Source: an optimization exercise on an open RTL-to-GDS flow (aim: a short achievable clock period and few clock cycles). Production flows keep margins and buffers that such runs may drop. Function not checked in this run: the RTL went through the layout flow alone. Power is estimated from default activity; no workload was simulated.

### config.mk
export PLATFORM = sky130hd
export DESIGN_NAME = dawn_cpu
export DESIGN_NICKNAME = dawn_cpu
export VERILOG_FILES = /design/flow/design.v
export SDC_FILE = /design/flow/constraint.sdc
export NUM_CORES = 4
export LEC_CHECK = 0
export ABC_CLOCK_PERIOD_IN_PS = 2500
export CAP_MARGIN = 20
export CORE_MARGIN = 2
export CORE_UTILIZATION = 30
export SETUP_SLACK_MARGIN = 5
export SLEW_MARGIN = 20
### design.v
module dawn_cpu(
    input  wire        clk_i,
    input  wire        rst_n_i,
    output wire [9:0]  imem_addr_o,
    input  wire [79:0] imem_data_i,
    output wire [9:0]  dmem_addr_o,
    output wire [63:0] dmem_wdata_o,
    output wire        dmem_we_o,
    input  wire [63:0] dmem_rdata_i,
    output wire        halted_o,
    output wire [1:0]  stat_o
);
localparam [3:0] RNONE = 4'hF;
localparam [3:0] RRSP  = 4'h4;
function cond;
    input [3:0] fn;
    input [2:0] c;       
    begin
        case (fn)
            4'h0: cond = 1'b1;
            4'h1:  cond = (c[1] ^ c[0]) | c[2];
            4'h2:   cond = c[1] ^ c[0];
            4'h3:   cond = c[2];
            4'h4:  cond = ~c[2];
            4'h5:  cond = ~(c[1] ^ c[0]);
            4'h6:   cond = ~(c[1] ^ c[0]) & ~c[2];
            default: cond = 1'b0;
        endcase
    end
endfunction
reg  [9:0]  pc;
reg         pc_bad;              
reg  [10:0] ras [0:3];           
reg  [1:0]  ras_ptr;
reg         fix;                 
reg  [63:0] fix_pc;
reg  [1:0]  fix_rp;
reg         D_valid;
reg  [3:0]  D_icode, D_ifun;
reg  [3:0]  D_srcA, D_srcB, D_dstE, D_dstM;
reg  [63:0] D_valC;
reg  [10:0] D_valP;              
reg  [1:0]  D_stat;
reg         D_predT;
reg  [1:0]  D_rp;
reg  [10:0] D_rpred;
reg         E_valid;
reg  [63:0] E_a;                 
reg  [63:0] E_b;
reg         E_sub;
reg  [1:0]  E_op;                
reg         E_setcc, E_cmov, E_jmp, E_predT, E_mem, E_popret, E_store, E_ret;
reg  [3:0]  E_ifun, E_dstE, E_dstM;
reg  [63:0] E_sd;                
reg  [10:0] E_valP, E_rpred;
reg  [1:0]  E_stat, E_rp;
reg  [2:0]  cc;                  
reg         M_valid;
reg  [63:0] M_valE, M_sd;
reg  [9:0]  M_addr;
reg         M_we, M_ret;
reg  [3:0]  M_dstE, M_dstM;
reg  [10:0] M_rpred;
reg  [1:0]  M_rp;
reg         halted;
reg  [1:0]  stop_code;
reg  [63:0] rf [0:14];
wire [7:0]  b1 = imem_data_i[15:8];
wire [3:0]  f_icode = pc_bad ? 4'H0 : imem_data_i[7:4];
wire [3:0]  f_ifun  = pc_bad ? 4'h0  : imem_data_i[3:0];
wire [63:0] f_valC  = imem_data_i[79:16];
wire [63:0] f_dest  = imem_data_i[71:8];
wire [10:0] pc1  = {1'b0, pc} + 11'd1;
wire [10:0] pc2  = {1'b0, pc} + 11'd2;
wire [10:0] pc9  = {1'b0, pc} + 11'd9;
wire [10:0] pc10 = {1'b0, pc} + 11'd10;
wire [1:0] f_stat = pc_bad ? 2'H2 :
                    (f_icode >= 4'hC) ? 2'H3 :
                    (f_icode == 4'H0) ? 2'H1 : 2'H0;
reg [3:0] f_srcA, f_srcB, f_dstE, f_dstM;
always @(*) begin
    case (f_icode)
        4'H2, 4'H4, 4'H6, 4'HA: f_srcA = b1[7:4];
        4'HB, 4'H9:                      f_srcA = RRSP;
        default:                            f_srcA = RNONE;
    endcase
    case (f_icode)
        4'H4, 4'H5, 4'H6:          f_srcB = b1[3:0];
        4'H8, 4'H9, 4'HA, 4'HB:     f_srcB = RRSP;
        default:                            f_srcB = RNONE;
    endcase
    case (f_icode)
        4'H2, 4'H3, 4'H6:          f_dstE = b1[3:0];
        4'H8, 4'H9, 4'HA, 4'HB:     f_dstE = RRSP;
        default:                            f_dstE = RNONE;
    endcase
    case (f_icode)
        4'H5, 4'HB:                   f_dstM = b1[7:4];
        default:                            f_dstM = RNONE;
    endcase
end
wire D_isop = D_icode == 4'H6;
wire f_resolv = ~(D_valid & D_isop) & ~(E_valid & E_setcc);
wire f_predT  = f_resolv ? cond(f_ifun, cc) : 1'b1;
wire [10:0] ras_top = ras[ras_ptr];
wire [1:0]  f_rp = (f_icode == 4'H8) ? ras_ptr + 2'd1 :
                   (f_icode == 4'H9)  ? ras_ptr - 2'd1 : ras_ptr;
reg [9:0] f_npc;
reg       f_nbad;
always @(*) begin
    case (f_icode)
        4'H7: begin
            if (f_predT) begin f_nbad = |f_dest[63:10]; f_npc = f_dest[9:0]; end
            else         begin f_nbad = pc9[10];        f_npc = pc9[9:0];    end
        end
        4'H8:  begin f_nbad = |f_dest[63:10]; f_npc = f_dest[9:0]; end
        4'H9:   begin f_nbad = ras_top[10];    f_npc = ras_top[9:0]; end
        4'H2, 4'H6, 4'HA, 4'HB:
                 begin f_nbad = pc2[10];        f_npc = pc2[9:0];    end
        4'H3, 4'H4, 4'H5:
                 begin f_nbad = pc10[10];       f_npc = pc10[9:0];   end
        default: begin f_nbad = pc1[10];        f_npc = pc1[9:0];    end
    endcase
end
wire cnd_E = cond(E_ifun, cc);
wire cnd_D = cond(D_ifun, cc);
wire [3:0] E_dstE_eff = (E_cmov & ~cnd_E) ? RNONE : E_dstE;
wire e_redir = E_valid & E_jmp & E_predT & ~cnd_E & ~halted;
wire d_redir = D_valid & (D_icode == 4'H7) & D_predT & ~(E_valid & E_setcc) & ~cnd_D & ~halted;
wire stall   = D_valid & E_valid & (E_dstM != RNONE) &
               ((E_dstM == D_srcA) | (E_dstM == D_srcB));
wire m_retbad = M_valid & M_ret & (dmem_rdata_i != {53'b0, M_rpred});
wire kill_D = e_redir | m_retbad | halted;
wire kill_F = kill_D | d_redir | fix;
wire [63:0] sum;
wire [63:0] e_valE;
wire [63:0] rfA = (D_srcA == RNONE) ? 64'd0 : rf[D_srcA];
wire [63:0] rfB = (D_srcB == RNONE) ? 64'd0 : rf[D_srcB];
wire eA  = E_valid & (E_dstE_eff != RNONE) & (E_dstE_eff == D_srcA);
wire mMA = M_valid & (M_dstM != RNONE) & (M_dstM == D_srcA);
wire mEA = M_valid & (M_dstE != RNONE) & (M_dstE == D_srcA);
wire eB  = E_valid & (E_dstE_eff != RNONE) & (E_dstE_eff == D_srcB);
wire mMB = M_valid & (M_dstM != RNONE) & (M_dstM == D_srcB);
wire mEB = M_valid & (M_dstE != RNONE) & (M_dstE == D_srcB);
wire [63:0] valA = eA ? e_valE : mMA ? dmem_rdata_i : mEA ? M_valE : rfA;
wire [63:0] valB = eB ? e_valE : mMB ? dmem_rdata_i : mEB ? M_valE : rfB;
reg         d_useA, d_useB;
reg  [63:0] d_constA;
always @(*) begin
    d_useA = (D_icode == 4'H2) | (D_icode == 4'H6);
    case (D_icode)
        4'H4, 4'H5, 4'H6, 4'H8, 4'H9, 4'HA, 4'HB: d_useB = 1'b1;
        default: d_useB = 1'b0;
    endcase
    case (D_icode)
        4'H3, 4'H4, 4'H5: d_constA = D_valC;
        4'H8, 4'HA:              d_constA = -64'd8;
        4'H9, 4'HB:                d_constA = 64'd8;
        default:                      d_constA = 64'd0;
    endcase
end
wire        d_sub = D_isop & (D_ifun == 4'H1);
wire [63:0] d_a   = d_useA ? valA : d_constA;
assign sum    = E_b + E_a + {63'd0, E_sub};
assign e_valE = (E_op == 2'd2) ? (E_a & E_b) :
                (E_op == 2'd3) ? (E_a ^ E_b) : sum;
wire   e_zf = ~|e_valE;
wire   e_sf = e_valE[63];
wire   e_of = (E_op[1] == 1'b0) & (E_a[63] == E_b[63]) & (sum[63] != E_b[63]);
wire [63:0] e_addr   = E_popret ? E_b : sum;
wire        e_adrerr = E_mem & ((|e_addr[63:10]) | (&e_addr[9:0]));
wire        e_fault  = (E_stat != 2'H0) | e_adrerr;
wire [1:0]  e_scode  = (E_stat != 2'H0) ? E_stat : 2'H2;
wire        e_go     = E_valid & ~halted & ~m_retbad;
integer i;
always @(posedge clk_i) begin
    if (~rst_n_i) begin
        pc <= 10'd0;
        pc_bad <= 1'b0;
        ras_ptr <= 2'd0;
        for (i = 0; i < 4; i = i + 1) ras[i] <= 11'd0;
        fix <= 1'b0;
        D_valid <= 1'b0;
        E_valid <= 1'b0;
        M_valid <= 1'b0;
        M_we <= 1'b0;
        cc <= 3'b100;
        halted <= 1'b0;
        stop_code <= 2'H0;
        for (i = 0; i < 15; i = i + 1) rf[i] <= 64'd0;
    end else begin
        fix <= m_retbad;
        if (fix) begin
            pc <= fix_pc[9:0]; pc_bad <= |fix_pc[63:10]; ras_ptr <= fix_rp;
        end else if (e_redir) begin
            pc <= E_valP[9:0]; pc_bad <= E_valP[10]; ras_ptr <= E_rp;
        end else if (d_redir) begin
            pc <= D_valP[9:0]; pc_bad <= D_valP[10]; ras_ptr <= D_rp;
        end else if (~stall) begin
            pc <= f_npc; pc_bad <= f_nbad; ras_ptr <= f_rp;
            if (f_icode == 4'H8) ras[ras_ptr + 2'd1] <= pc9;
        end
        D_valid <= stall ? (D_valid & ~kill_D) : ~kill_F;
        E_valid <= D_valid & ~stall & ~kill_D;
        if (e_go & E_setcc) cc <= {e_zf, e_sf, e_of};
        M_valid <= e_go & ~e_fault;
        M_we <= e_go & ~e_fault & E_store;
        if (e_go & e_fault & ~halted) stop_code <= e_scode;
        if (e_go & e_fault) halted <= 1'b1;
        if (M_valid) begin
            if (M_dstE != RNONE) rf[M_dstE] <= M_valE;
            if (M_dstM != RNONE) rf[M_dstM] <= dmem_rdata_i;
        end
    end
end
always @(posedge clk_i) begin
    fix_pc <= dmem_rdata_i;
    fix_rp <= M_rp;
    if (~stall) begin
        D_icode <= f_icode;
        D_ifun  <= f_ifun;
        D_srcA  <= f_srcA;
        D_srcB  <= f_srcB;
        D_dstE  <= f_dstE;
        D_dstM  <= f_dstM;
        D_valC  <= f_valC;
        D_valP  <= pc9;
        D_stat  <= f_stat;
        D_predT <= f_predT;
        D_rp    <= f_rp;
        D_rpred <= ras_top;
    end
    E_a     <= d_sub ? ~d_a : d_a;
    E_b     <= d_useB ? valB : 64'd0;
    E_sub   <= d_sub;
    E_op    <= D_isop ? D_ifun[1:0] : 2'd0;
    E_setcc <= D_isop;
    E_cmov  <= D_icode == 4'H2;
    E_jmp   <= D_icode == 4'H7;
    E_predT <= D_predT;
    E_mem   <= (D_icode == 4'H4) | (D_icode == 4'H5) | (D_icode == 4'H8) |
               (D_icode == 4'H9) | (D_icode == 4'HA) | (D_icode == 4'HB);
    E_popret <= (D_icode == 4'H9) | (D_icode == 4'HB);
    E_store <= (D_icode == 4'H4) | (D_icode == 4'H8) | (D_icode == 4'HA);
    E_ret   <= D_icode == 4'H9;
    E_ifun  <= D_ifun;
    E_dstE  <= D_dstE;
    E_dstM  <= D_dstM;
    E_sd    <= (D_icode == 4'H8) ? {53'd0, D_valP} : valA;
    E_valP  <= D_valP;
    E_rpred <= D_rpred;
    E_stat  <= D_stat;
    E_rp    <= D_rp;
    M_valE  <= e_valE;
    M_sd    <= E_sd;
    M_addr  <= e_addr[9:0];
    M_ret   <= E_ret;
    M_dstE  <= E_dstE_eff;
    M_dstM  <= E_dstM;
    M_rpred <= E_rpred;
    M_rp    <= E_rp;
end
assign imem_addr_o  = pc;
assign dmem_addr_o  = M_addr;
assign dmem_wdata_o = M_sd;
assign dmem_we_o    = M_we;
assign halted_o     = halted;
assign stat_o       = stop_code;
endmodule
### constraint.sdc
create_clock -name core_clock -period 10.0 [get_ports {clk_i}]
set_input_delay 2.0000 -clock core_clock [delete_from_list [all_inputs] [get_ports {clk_i}]]
set_output_delay 2.0000 -clock core_clock [all_outputs]
set_load 0.01 [all_outputs]
### run.sh
#!/bin/bash
# synth_recipe.tcl (not shown) runs the flow's synth.tcl, then flattens the netlist and writes it again
# the make line also repeats each setting of config.mk as NAME=value (left out here)
make -C /OpenROAD-flow-scripts/flow DESIGN_CONFIG=/design/flow/config.mk WORK_HOME=/design/flow/orfs CLKGATE_MAP_FILE= SYNTH_SCRIPT=/design/flow/synth_recipe.tcl finish
==> flow_summary.html <==
<table>
<tr><th>Metric</th><th>Value</th></tr>
<tr><th colspan="2">CTS</th></tr>
<tr><td>CTS tree</td><td>yes</td></tr>
<tr><td>Clock-pin slew reported for the worst setup and hold paths after clock tree synthesis</td><td>~0.06 ns</td></tr>
<tr><td>Htree depth</td><td>4</td></tr>
<tr><td>Latest clock arrival within the worst-skew pair</td><td>0.90 ns</td></tr>
<tr><td>Root buffer cell</td><td>clkbuf_16</td></tr>
<tr><td>Clock sink count</td><td>roughly 1700</td></tr>
<tr><td>Buffer depth of the longest clock path</td><td>4</td></tr>
<tr><td>Clock buffers created by TritonCTS</td><td>186</td></tr>
<tr><th colspan="2">GRT</th></tr>
<tr><td>Global-route wire length before repair</td><td>510 mm</td></tr>
<tr><td>Antenna violations before repair</td><td>29</td></tr>
<tr><td>Overflow left after global routing</td><td>0</td></tr>
<tr><td>Pin count of the biggest net entering global routing</td><td>between 100 and 150</td></tr>
<tr><td>Global routing usage summed across all routing layers</td><td>0.238</td></tr>
<tr><td>Via count of the first global-routing pass</td><td>around 66000</td></tr>
<tr><th colspan="2">Floorplan</th></tr>
<tr><td>Site row count</td><td>199</td></tr>
<tr><td>Overall die area</td><td>0.299 mm^2</td></tr>
<tr><td>Die Span Y</td><td>between 500 and 600 um</td></tr>
<tr><td>Io pins</td><td>234</td></tr>
<tr><td>Die Width</td><td>547 um</td></tr>
<tr><td>Starting density of the core</td><td>0.301</td></tr>
<tr><td>Total core area</td><td>0.294 mm^2</td></tr>
<tr><th colspan="2">STA</th></tr>
<tr><td># setup viols final</td><td>0</td></tr>
<tr><td>Final Hold Slack</td><td>roughly 0.31 ns</td></tr>
<tr><td>Post-layout minimum cycle time</td><td>5.28 ns</td></tr>
<tr><td>Post-route worst setup slack</td><td>4.72 ns</td></tr>
<tr><td>RSZ-0062 raised after global routing</td><td>yes</td></tr>
<tr><td>Worst clock skew on the final layout</td><td>0.0574 ns</td></tr>
<tr><td>Slew headroom</td><td>0.0988</td></tr>
<tr><td>Fmax</td><td>0.189 GHz</td></tr>
<tr><td>Final sum of negative setup slack</td><td>0 ns</td></tr>
<tr><td>Least-Margin Pin Slew</td><td>1.34 ns</td></tr>
<tr><td>Final hold vios</td><td>0</td></tr>
<tr><td>Final-report max-slew violation count</td><td>0</td></tr>
<tr><td>Final worst-path cycle share</td><td>0.528</td></tr>
<tr><th colspan="2">Setup path</th></tr>
<tr><td>Top cell family by delay on the critical path</td><td>buffers and inverters</td></tr>
<tr><td>Largest fanout on the critical path</td><td>50</td></tr>
<tr><td>Launch point of the worst reg-to-reg path</td><td>D_srcA[1]</td></tr>
<tr><td>Sort of element at the end of the critical path</td><td>register</td></tr>
<tr><td>Worst-case reg-to-reg path depth</td><td>12</td></tr>
<tr><td>Worst reg-to-reg setup slack</td><td>4.83 ns</td></tr>
<tr><td>Endpoint of the worst register-to-register path</td><td>E_a[30]</td></tr>
<tr><td>Classification of the worst setup path</td><td>in -&gt; reg</td></tr>
<tr><td>Req. time, crit path</td><td>10.46 ns</td></tr>
<tr><td>Crit path largest cell delay</td><td>between 1 and 1.5 ns</td></tr>
<tr><td>Buffering stage count on the worst path with inverters included</td><td>4</td></tr>
<tr><td>Slowest cell on the critical path</td><td>nor2_4</td></tr>
<tr><td>Arrival time at the worst endpoint</td><td>5.74 ns</td></tr>
<tr><td>Critical Path Most Common Cell</td><td>buf_4</td></tr>
<tr><td>Startpoint Class</td><td>input port</td></tr>
<tr><td>Cells traversed along the worst timing path</td><td>buf_2 -&gt; buf_4 -&gt; nand4_1 -&gt; nor2_4 -&gt; nand3b_1 -&gt; buf_4 -&gt; buf_4</td></tr>
<tr><th colspan="2">Min path</th></tr>
<tr><td>Startpoint of the tightest hold check path</td><td>E_sd[27]</td></tr>
<tr><td>Worst Hold End</td><td>M_sd[27]</td></tr>
<tr><td>Worst Hold Depth</td><td>0</td></tr>
<tr><td>Hold/Removal Path Class</td><td>reg -&gt; reg</td></tr>
<tr><th colspan="2">Placed design</th></tr>
<tr><td>Count of port buffers added during placement</td><td>approximately 230</td></tr>
<tr><td>Post-DP HPWL</td><td>229 mm</td></tr>
<tr><td>Cell area after placement</td><td>0.0948 mm^2</td></tr>
<tr><td>GPL Wtd Cong</td><td>0.976</td></tr>
<tr><td>Worst slack, placed</td><td>2.39 ns</td></tr>
<tr><th colspan="2">Yosys</th></tr>
<tr><td>Async set-reset flop share out of synthesis</td><td>0</td></tr>
<tr><td>Leading area contributor after synthesis</td><td>edfxtp_1</td></tr>
<tr><td>Number of synthesized flops with an enable pin</td><td>1183</td></tr>
<tr><td>Synthesis Warnings</td><td>1</td></tr>
<tr><td>Per-instance average area after synthesis</td><td>approximately 13 um^2</td></tr>
<tr><td>Part of the Yosys area used for sequential elements</td><td>0.515</td></tr>
<tr><td>Synth unique cells</td><td>98</td></tr>
<tr><td>Flop and latch count out of synthesis</td><td>1684</td></tr>
<tr><td>Primary FF master, synth</td><td>edfxtp_1</td></tr>
<tr><td>Netlist area before placement</td><td>just under 0.09 mm^2</td></tr>
<tr><td>Synth Instances</td><td>6886</td></tr>
<tr><td>Main area contributors after synthesis</td><td>edfxtp_1, mux4_2, dfxtp_1</td></tr>
<tr><td>Area fraction of the dominant cell type after synthesis</td><td>0.401</td></tr>
<tr><th colspan="2">Detailed routing</th></tr>
<tr><td>Routed vias/inst</td><td>6.24</td></tr>
<tr><td>Residual DRC count</td><td>0</td></tr>
<tr><td>Starting DRT DRC Count</td><td>10600</td></tr>
<tr><td>Router iterations before antenna repair</td><td>7</td></tr>
<tr><td>Final routed wirelength across all metal layers</td><td>370 mm</td></tr>
<tr><td>Via count of the routed design</td><td>67300</td></tr>
<tr><td>Wire length per cell</td><td>34.2 um</td></tr>
<tr><td>Count of antenna-violating nets left after detailed routing</td><td>0</td></tr>
<tr><th colspan="2">Outcome</th></tr>
<tr><td>Run status</td><td>complete, no violations</td></tr>
<tr><th colspan="2">Power</th></tr>
<tr><td>Leakage power total</td><td>35.3 nW</td></tr>
<tr><td>Worst vdd ir</td><td>127 uV</td></tr>
<tr><td>Total power after layout</td><td>19.1 mW</td></tr>
<tr><td>Pwr/cell area</td><td>189 mW/mm^2</td></tr>
<tr><th colspan="2">Finish</th></tr>
<tr><td>Layout filler cell count</td><td>around 28000</td></tr>
<tr><td>Area grow syn2layout</td><td>14.6%</td></tr>
<tr><td>Share of post-route cells with drive strength above 1</td><td>0.199</td></tr>
<tr><td>Most frequent cells in the layout</td><td>edfxtp_1, a22o_1, mux4_2</td></tr>
<tr><td>Post-route standard cell area excluding fillers</td><td>a little over 0.1 mm^2</td></tr>
<tr><td>Commonest non-fill, non-tap cell in the layout</td><td>edfxtp_1</td></tr>
<tr><td>Number of nets at the end of the flow</td><td>6924</td></tr>
<tr><th colspan="2">Flow run</th></tr>
<tr><td>Max-cap check violation count</td><td>0</td></tr>
</table>
[metal layers]
metal	vias up	wire length (um)	global-route usage
li1	26700	-	-
met3	1102	46300	0.0621
met4	10	28400	0.154
met5	-	63	0
met1	34200	135000	0.306
met2	5338	160000	0.354
[cells in the mapped netlist (8+ instances only)]
cell type,count
a22oi_1,9
and2_1,15
nand3b_1,16
nor2b_1,146
and3_1,12
a211oi_1,24
xor2_1,40
inv_1,60
mux2_2,59
mux4_2,651
nor2_1,348
clkbuf_1,727
nor4_1,72
nand3_1,48
edfxtp_1,1183
o211ai_1,32
nand2_1,339
o21a_1,18
a211o_1,12
a221oi_1,11
a21oi_1,371
o21ai_1,10
o31ai_1,12
or3_1,25
a22o_1,964
o22ai_1,8
dfxtp_1,501
buf_1,133
mux2i_1,162
xnor2_1,125
nor3_1,44
nand4_1,67
and4_1,12
buf_2,39
o21ai_0,310
nand2b_1,26
o21bai_1,13
ha_1,66
a31oi_1,8
or4_1,10
a21o_1,18
[power by group]
| part | switching [mW] | internal, mW |
|---|---|---|
| Sequential | 0.687 | 8.00 |
| Clock | 2.99 | 3.95 |
| Combinational | 2.13 | 1.35 |
[kinds of logic (layout without fill, tap and decap cells)]
group | after synthesis | after routing | share of synthesized area
AOI/OAI and AO/OA | 1914 | 1914 | 0.159
DFF | 1684 | 1684 | 0.515
and+or+nand+nor | 1215 | 1215 | 0.0669
buffers and inverters | 963 | 872 | 0.0414
muxes | 873 | 873 | 0.192
xor gates and xnor gates | 165 | 165 | 0.0163
adders and majority gates | 71 | 71 | 0.0101
other | 1 | 81 | 0.0000424
[timing repair]
action                                  CTS  global route
buffers inserted                          2            16
hold buffers                              0             0
pin swaps                                 3            10
gates resized for setup                  41            54
endpoints found under the setup margin   59           155
gates cloned                              0             1
[stage by stage]
step,cells,utilization
floorplan,6949,-
global placement,10400,0.323
detailed placement,10400,0.323
CTS,10800,0.344
global route,10800,0.345
finish,10800,0.345
[flip-flops by register name (all words and copies together), names as in the netlist, 10 cells and up, named ones only]
| name | count |
|---|---|
| rf | 1024 |
| D_valC | 64 |
| E_a | 64 |
| E_b | 64 |
| E_sd | 64 |
| M_sd | 64 |
| M_valE | 64 |
| fix_pc | 64 |
| ras | 44 |
| D_rpred | 11 |
| D_valP | 11 |
| E_rpred | 11 |
| E_valP | 11 |
| M_rpred | 11 |
| M_addr | 10 |
| pc | 10 |
[area by class of cell]
type / instances / area, um^2 / area share
Antenna cell: 17 / 42.5 / 0.000420
Tap cell: 3919 / 4900 / 0.0484
Multi-Input combinational cell: 4302 / 40200 / 0.397
Timing Repair Buffer: 473 / 4370 / 0.0431
Clock inverter: 81 / 729 / 0.00720
Clock buffer: 255 / 5270 / 0.0520
Sequential cell: 1684 / 45600 / 0.450
Inverter: 63 / 236 / 0.00233
[worst max-delay path by stage]
stage	start	end	slack, ns	cells after the start
floorplan	rst_n_i	rf[5][0]	4.13	4
global placement	dmem_rdata_i[38]	cc[2]	1.97	12
detailed placement	dmem_rdata_i[41]	cc[2]	2.39	12
CTS	dmem_rdata_i[53]	cc[2]	4.87	12
global route	rst_n_i	rf[13][38]	4.71	7
finish	rst_n_i	rf[13][38]	4.72	7

[re-timing with driven ports]
No port has a modelled driver above. Below, the same layout with a new extraction and two added sets of constraints.
Step 1: set_driving_cell puts a clkbuf_16 on clk_i and a buf_2 on each other input, an assumption about the parent block.
Step 2 moves the port delays by t, midway between the first and last clock arrival at a register: inputs arrive t later, outputs are due t later. That takes back most of the time a late clock gives input paths.
Slacks: ideal / step 1 / step 2; pairs: ideal / step 1.
t, ns: 0.965
setup WS [ns]: 4.718 / 4.784 / 3.819
worst register clock-pin slew, ns: 0.07 / 0.07
After both steps this run still meets setup and hold. The setup slack of this run moves by +0.066 ns with the drivers and by -0.899 ns with both steps.
